What follows belongs to an exercise in optimizing a design on an open flow for small area, a short achievable clock period and few clock cycles; a production flow would make more cautious choices.

==> module fp4_fft, before the edit <==
module fp4_fft #(
    parameter MAX_N = 32,
    parameter ADDR_WIDTH = $clog2(MAX_N)
)(
    input wire clk,
    input wire rst,
    input wire start,
    input wire [ADDR_WIDTH-1:0] N,  
    output reg done,
    output reg error,
    input wire [7:0] data_in,  
    input wire data_in_valid,  
    output reg [7:0] data_out,  
    output reg data_out_valid,  
    output reg fft_ready  
);
    reg n16, n8;
    always @(posedge clk) begin
        n16 <= (N == 5'd16);
        n8 <= (N == 5'd8);
    end
    wire [3:0] mask = n16 ? 4'hf : n8 ? 4'h7 : 4'h3;
    function [14:0] stage_ctl;
        input [3:0] x;
        input m16, m8;
        reg [3:0] l0, l1, l2, l3, l4, l5, cm, r;
        reg hi4;
        begin
            l0 = x - 4'd1;
            l1 = x - 4'd9;
            l2 = x - 4'd14;
            l3 = x - 4'd1;
            l4 = x - 4'd2;
            l5 = x - 4'd9;
            hi4 = m16 ? l4[3] : m8 ? l4[2] : l4[1];
            cm = x & (m16 ? 4'hf : m8 ? 4'h7 : 4'h3);
            r = m16 ? 4'd11 : m8 ? 4'd7 : 4'd1;
            stage_ctl[14] = m16 & l0[3];
            stage_ctl[13] = (m16 | m8) & l1[2];
            stage_ctl[12] = l2[1];
            stage_ctl[11] = l3[0];
            stage_ctl[10] = m16 & l1[3];
            stage_ctl[9:8] = m16 ? {l2[2], l2[3]} : m8 ? {l2[2], 1'b0} : 2'b00;
            stage_ctl[7:5] = m16 ? {l3[1], l3[2], l3[3]} : m8 ? {l3[1], l3[2], 1'b0} : {l3[1], 2'b00};
            stage_ctl[4] = hi4 & ~l4[0];
            stage_ctl[3] = m16 & l5[2] & ~l5[1];
            stage_ctl[2] = (cm >= r);
            stage_ctl[1] = (cm == r - 4'd1);
            stage_ctl[0] = 1'b0;
        end
    endfunction
    reg in_frame;  
    reg [3:0] c;  
    reg [5:0] fv;  
    reg en;  
    reg [14:0] ctl;  
    wire start_now = data_in_valid & ~in_frame & fft_ready;
    wire adv = in_frame ? data_in_valid : 1'b1;
    wire last = in_frame & data_in_valid & ((c & mask) == mask);
    wire last_slot = ((c & mask) == mask);
    wire wrap = last_slot & (in_frame ? data_in_valid : ~(data_in_valid & fft_ready));
    wire in_frame_n = in_frame ? ~(data_in_valid & last_slot) : (data_in_valid & fft_ready);
    wire [3:0] c_inc = c + 4'd1;
    wire [3:0] c_n = start_now ? 4'd1 : adv ? c_inc : c;
    wire wrap_next = (((c + 4'd1) & mask) == 4'd0);
    wire [14:0] ctl_inc = stage_ctl(c + 4'd1, n16, n8);
    wire [14:0] ctl_one = stage_ctl(4'd1, N == 5'd16, N == 5'd8);
    always @(posedge clk)
        ctl <= ~adv ? ctl : start_now ? ctl_one : ctl_inc;
    wire ph8 = ctl[14], ph4 = ctl[13];
    wire ph2 = ~c[1], ph1 = ~c[0];
    wire k4 = ctl[10];
    wire [2:0] k1 = ctl[7:5];
    wire l2b2 = c[2] ^ c[1], l2b3 = c[3] ^ (c[2] & c[1]);
    wire [1:0] k2 = n16 ? {l2b2, l2b3} : n8 ? {l2b2, 1'b0} : 2'b00;
    wire hi4 = n16 ? ~(c[3] ^ (c[2] | c[1])) : n8 ? ~(c[2] ^ c[1]) : ~c[1];
    wire cond1 = hi4 & ~c[0];
    wire cond2 = n16 & ~(c[2] ^ (c[1] | c[0])) & (c[1] ^ c[0]);
    wire [3:0] cm = c & mask;
    wire near = n16 ? (cm >= 4'd11) : n8 ? (cm == 4'd7) : (cm != 4'd0);
    wire far_last = n16 ? (cm == 4'd10) : n8 ? (cm == 4'd6) : (cm == 4'd0);
    wire out_v = n16 ? (near ? fv[0] : fv[1]) : n8 ? (near ? fv[1] : fv[2]) : (near ? fv[4] : fv[5]);
    wire [5:0] keep = n16 ? 6'b000011 : n8 ? 6'b000111 : 6'b111111;
    always @(posedge clk or negedge rst) begin
        if (!rst) begin
            in_frame <= 1'b0;
            c <= 4'hf;  
            fv <= 6'b000000;
            en <= 1'b0;
        end else begin
            in_frame <= in_frame_n;
            c <= c_n;
            en <= adv;
            if (wrap)
                fv <= {fv[4:0], in_frame} & keep;
            else if (en & far_last) begin
                if (n16) fv[1] <= 1'b0;
                else if (n8) fv[2] <= 1'b0;
                else fv[5] <= 1'b0;
            end
        end
    end
    reg [7:0] in_reg, o4, o2;
    wire [7:0] s8, s4, s2, s1;
    wire [7:0] a8, a4, a2, a1, x8, y8, x4, y4, x2, y2, x1, y1;
    wire [7:0] b4 = s8;
    wire [7:0] b2 = o4;
    fp4_butterfly_w0 bf8 (.A(a8), .B(in_reg), .X(x8), .Y(y8));
    fp4_butterfly_w08 bf4 (.A(a4), .B(b4), .w8(k4), .X(x4), .Y(y4));
    fp4_butterfly_w2 bf2 (.A(a2), .B(b2), .w(k2), .X(x2), .Y(y2));
    fp4_butterfly bf1 (.A(a1), .B(o2), .widx(k1), .X(x1), .Y(y1));
    sdf_stage #(.D(8)) st8 (.clk(clk), .en(en), .phase(ph8), .s_in(in_reg),
                            .X(x8), .Y(y8), .A(a8), .s_out(s8));
    sdf_stage #(.D(4)) st4 (.clk(clk), .en(en), .phase(ph4), .s_in(b4),
                            .X(x4), .Y(y4), .A(a4), .s_out(s4));
    sdf_stage #(.D(2)) st2 (.clk(clk), .en(en), .phase(ph2), .s_in(b2),
                            .X(x2), .Y(y2), .A(a2), .s_out(s2));
    sdf_stage #(.D(1)) st1 (.clk(clk), .en(en), .phase(ph1), .s_in(o2),
                            .X(x1), .Y(y1), .A(a1), .s_out(s1));
    reg [55:0] rv1;
    reg [15:0] rv2;
    wire [7:0] tap1 = n16 ? rv1[55:48] : n8 ? rv1[23:16] : rv1[7:0];
    wire [7:0] q1 = cond1 ? s1 : tap1;
    wire [7:0] q2 = cond2 ? q1 : rv2[15:8];
    always @(posedge clk) begin
        in_reg <= data_in;
        data_out <= q2;
    end
    always @(posedge clk) begin
        fft_ready <= in_frame ? (data_in_valid & last_slot) : (~(data_in_valid & fft_ready) & wrap_next);
        done <= last;
        error <= start & ((N == 5'd0) | ((N & (N - 5'd1)) != 5'd0));
        data_out_valid <= en & out_v;
    end
    always @(posedge clk) begin
        if (en) begin
            o4 <= s4;
            o2 <= s2;
            rv1 <= {rv1[47:0], cond1 ? tap1 : s1};
            rv2 <= {rv2[7:0], cond2 ? rv2[15:8] : q1};
        end
    end
endmodule
==> flow/config.mk <==
export PLATFORM = sky130hd
export DESIGN_NAME = fp4_fft
export DESIGN_NICKNAME = fp4_fft
export VERILOG_FILES = /design/flow/design.v
export SDC_FILE = /design/flow/constraint.sdc
export NUM_CORES = 4
export LEC_CHECK = 0
export ABC_AREA = 1
export CAP_MARGIN = 20
export CORE_MARGIN = 2
export CORE_UTILIZATION = 40
export CTS_BUF_LIST = sky130_fd_sc_hd__clkbuf_16
export CTS_CLUSTER_DIAMETER = 80
export CTS_CLUSTER_SIZE = 25
export SLEW_MARGIN = 20
export BUFFER_PORTS_ARGS = -buffer_cell sky130_fd_sc_hd__buf_4
export SETUP_SLACK_MARGIN = 15
==> flow/constraint.sdc <==
create_clock -name core_clock -period 20.0 [get_ports {clk}]
set_input_delay 4.0000 -clock core_clock [delete_from_list [all_inputs] [get_ports {clk}]]
set_output_delay 4.0000 -clock core_clock [all_outputs]
set_load 0.01 [all_outputs]
standard.sh (not shown) runs the stock make flow with config.mk's settings and CLKGATE_MAP_FILE= SYNTH_SCRIPT=/design/flow/synth_recipe.tcl, a recipe that flattens the netlist after the stock synthesis.
==> flow/flow/run.sh <==
#!/bin/bash
set -e
echo "export BUFFER_PORTS_ARGS = -buffer_cell sky130_fd_sc_hd__buf_4" >> "$FLOW_CONFIG"
echo "export SETUP_SLACK_MARGIN = 15" >> "$FLOW_CONFIG"
bash standard.sh > standard_flow.log 2>&1
The starting point finished with timing, DRC and antenna clean.
Then changed:
--- a/flow/design.v
+++ b/flow/design.v
@@ -1475,57 +1475,27 @@
         n8 <= (N == 5'd8);
     end
     wire [3:0] mask = n16 ? 4'hf : n8 ? 4'h7 : 4'h3;
-    function [14:0] stage_ctl;
-        input [3:0] x;
-        input m16, m8;
-        reg [3:0] l0, l1, l2, l3, l4, l5, cm, r;
-        reg hi4;
-        begin
-            l0 = x - 4'd1;
-            l1 = x - 4'd9;
-            l2 = x - 4'd14;
-            l3 = x - 4'd1;
-            l4 = x - 4'd2;
-            l5 = x - 4'd9;
-            hi4 = m16 ? l4[3] : m8 ? l4[2] : l4[1];
-            cm = x & (m16 ? 4'hf : m8 ? 4'h7 : 4'h3);
-            r = m16 ? 4'd11 : m8 ? 4'd7 : 4'd1;
-            stage_ctl[14] = m16 & l0[3];
-            stage_ctl[13] = (m16 | m8) & l1[2];
-            stage_ctl[12] = l2[1];
-            stage_ctl[11] = l3[0];
-            stage_ctl[10] = m16 & l1[3];
-            stage_ctl[9:8] = m16 ? {l2[2], l2[3]} : m8 ? {l2[2], 1'b0} : 2'b00;
-            stage_ctl[7:5] = m16 ? {l3[1], l3[2], l3[3]} : m8 ? {l3[1], l3[2], 1'b0} : {l3[1], 2'b00};
-            stage_ctl[4] = hi4 & ~l4[0];
-            stage_ctl[3] = m16 & l5[2] & ~l5[1];
-            stage_ctl[2] = (cm >= r);
-            stage_ctl[1] = (cm == r - 4'd1);
-            stage_ctl[0] = 1'b0;
-        end
-    endfunction
     reg in_frame;  
     reg [3:0] c;  
     reg [5:0] fv;  
     reg en;  
-    reg [14:0] ctl;  
     wire start_now = data_in_valid & ~in_frame & fft_ready;
     wire adv = in_frame ? data_in_valid : 1'b1;
+    wire [3:0] cur = start_now ? 4'd0 : c;
     wire last = in_frame & data_in_valid & ((c & mask) == mask);
     wire last_slot = ((c & mask) == mask);
     wire wrap = last_slot & (in_frame ? data_in_valid : ~(data_in_valid & fft_ready));
-    wire in_frame_n = in_frame ? ~(data_in_valid & last_slot) : (data_in_valid & fft_ready);
-    wire [3:0] c_inc = c + 4'd1;
-    wire [3:0] c_n = start_now ? 4'd1 : adv ? c_inc : c;
+    wire in_frame_n = start_now | (in_frame & ~last);
+    wire [3:0] c_n = adv ? cur + 4'd1 : c;
     wire wrap_next = (((c + 4'd1) & mask) == 4'd0);
-    wire [14:0] ctl_inc = stage_ctl(c + 4'd1, n16, n8);
-    wire [14:0] ctl_one = stage_ctl(4'd1, N == 5'd16, N == 5'd8);
-    always @(posedge clk)
-        ctl <= ~adv ? ctl : start_now ? ctl_one : ctl_inc;
-    wire ph8 = ctl[14], ph4 = ctl[13];
+    wire c20 = (c[2:0] != 3'd0);
+    wire l1b3 = c[3] ^ ~c20, l1b2 = c[2] ^ ~(c[1] | c[0]), l1b1 = ~(c[1] ^ c[0]);
+    wire l9b3 = c[3] ^ c20, l9b2 = ~(c[2] ^ (c[1] | c[0]));
+    wire ph8 = n16 & l1b3;
+    wire ph4 = (n16 | n8) & l9b2;
     wire ph2 = ~c[1], ph1 = ~c[0];
-    wire k4 = ctl[10];
-    wire [2:0] k1 = ctl[7:5];
+    wire k4 = n16 & l9b3;
+    wire [2:0] k1 = n16 ? {l1b1, l1b2, l1b3} : n8 ? {l1b1, l1b2, 1'b0} : {l1b1, 2'b00};
     wire l2b2 = c[2] ^ c[1], l2b3 = c[3] ^ (c[2] & c[1]);
     wire [1:0] k2 = n16 ? {l2b2, l2b3} : n8 ? {l2b2, 1'b0} : 2'b00;
     wire hi4 = n16 ? ~(c[3] ^ (c[2] | c[1])) : n8 ? ~(c[2] ^ c[1]) : ~c[1];
What happened: First-iteration DRC count decreases by about 10%; global-route usage barely changes; area after synthesis fell by about 1%; count of clock-buffer cells in the layout does not change; setup slack hardly moves; clock skew goes up by 0.0060 ns; die area drops by about 1%; register-to-register slack gets worse by 0.28 ns; maximum frequency hardly moves; via count barely changes.
Function was not checked in any run of this note: the RTL went through the layout flow alone.

-- static timing again, ports no longer ideal --
The results above use ideal ports. As a check the final layouts listed here were re-extracted and re-timed, cells and wires unchanged. Step 1, drivers: a clkbuf_16 drives clk and a buf_2 each remaining input, both assumed. Step 2 adds t to the input delays and takes it off the output delays; t is the mean of the earliest and latest rising clock arrival at the registers after step 1. Input paths then give back, and output paths get back, about the clock's delay inside the block. Slacks: ideal ports / drivers / drivers and shift; pairs: ideal ports / drivers.
run	shift t [ns]	setup WS [ns]	worst hold slack (ns)	worst setup path at the end	worst slew at a driven data input, ns
the first run	0.536	15.033 / 14.985 / 14.723	0.410 / 0.410 / 0.410	input to register	0.04
the second run	0.549	15.034 / 14.986 / 14.702	0.417 / 0.417 / 0.417	input to register	0.04
After both steps setup and hold are still met in every run listed. The setup slack of the second run, which loses most, moves by -0.048 ns with the drivers and by -0.332 ns with both steps.
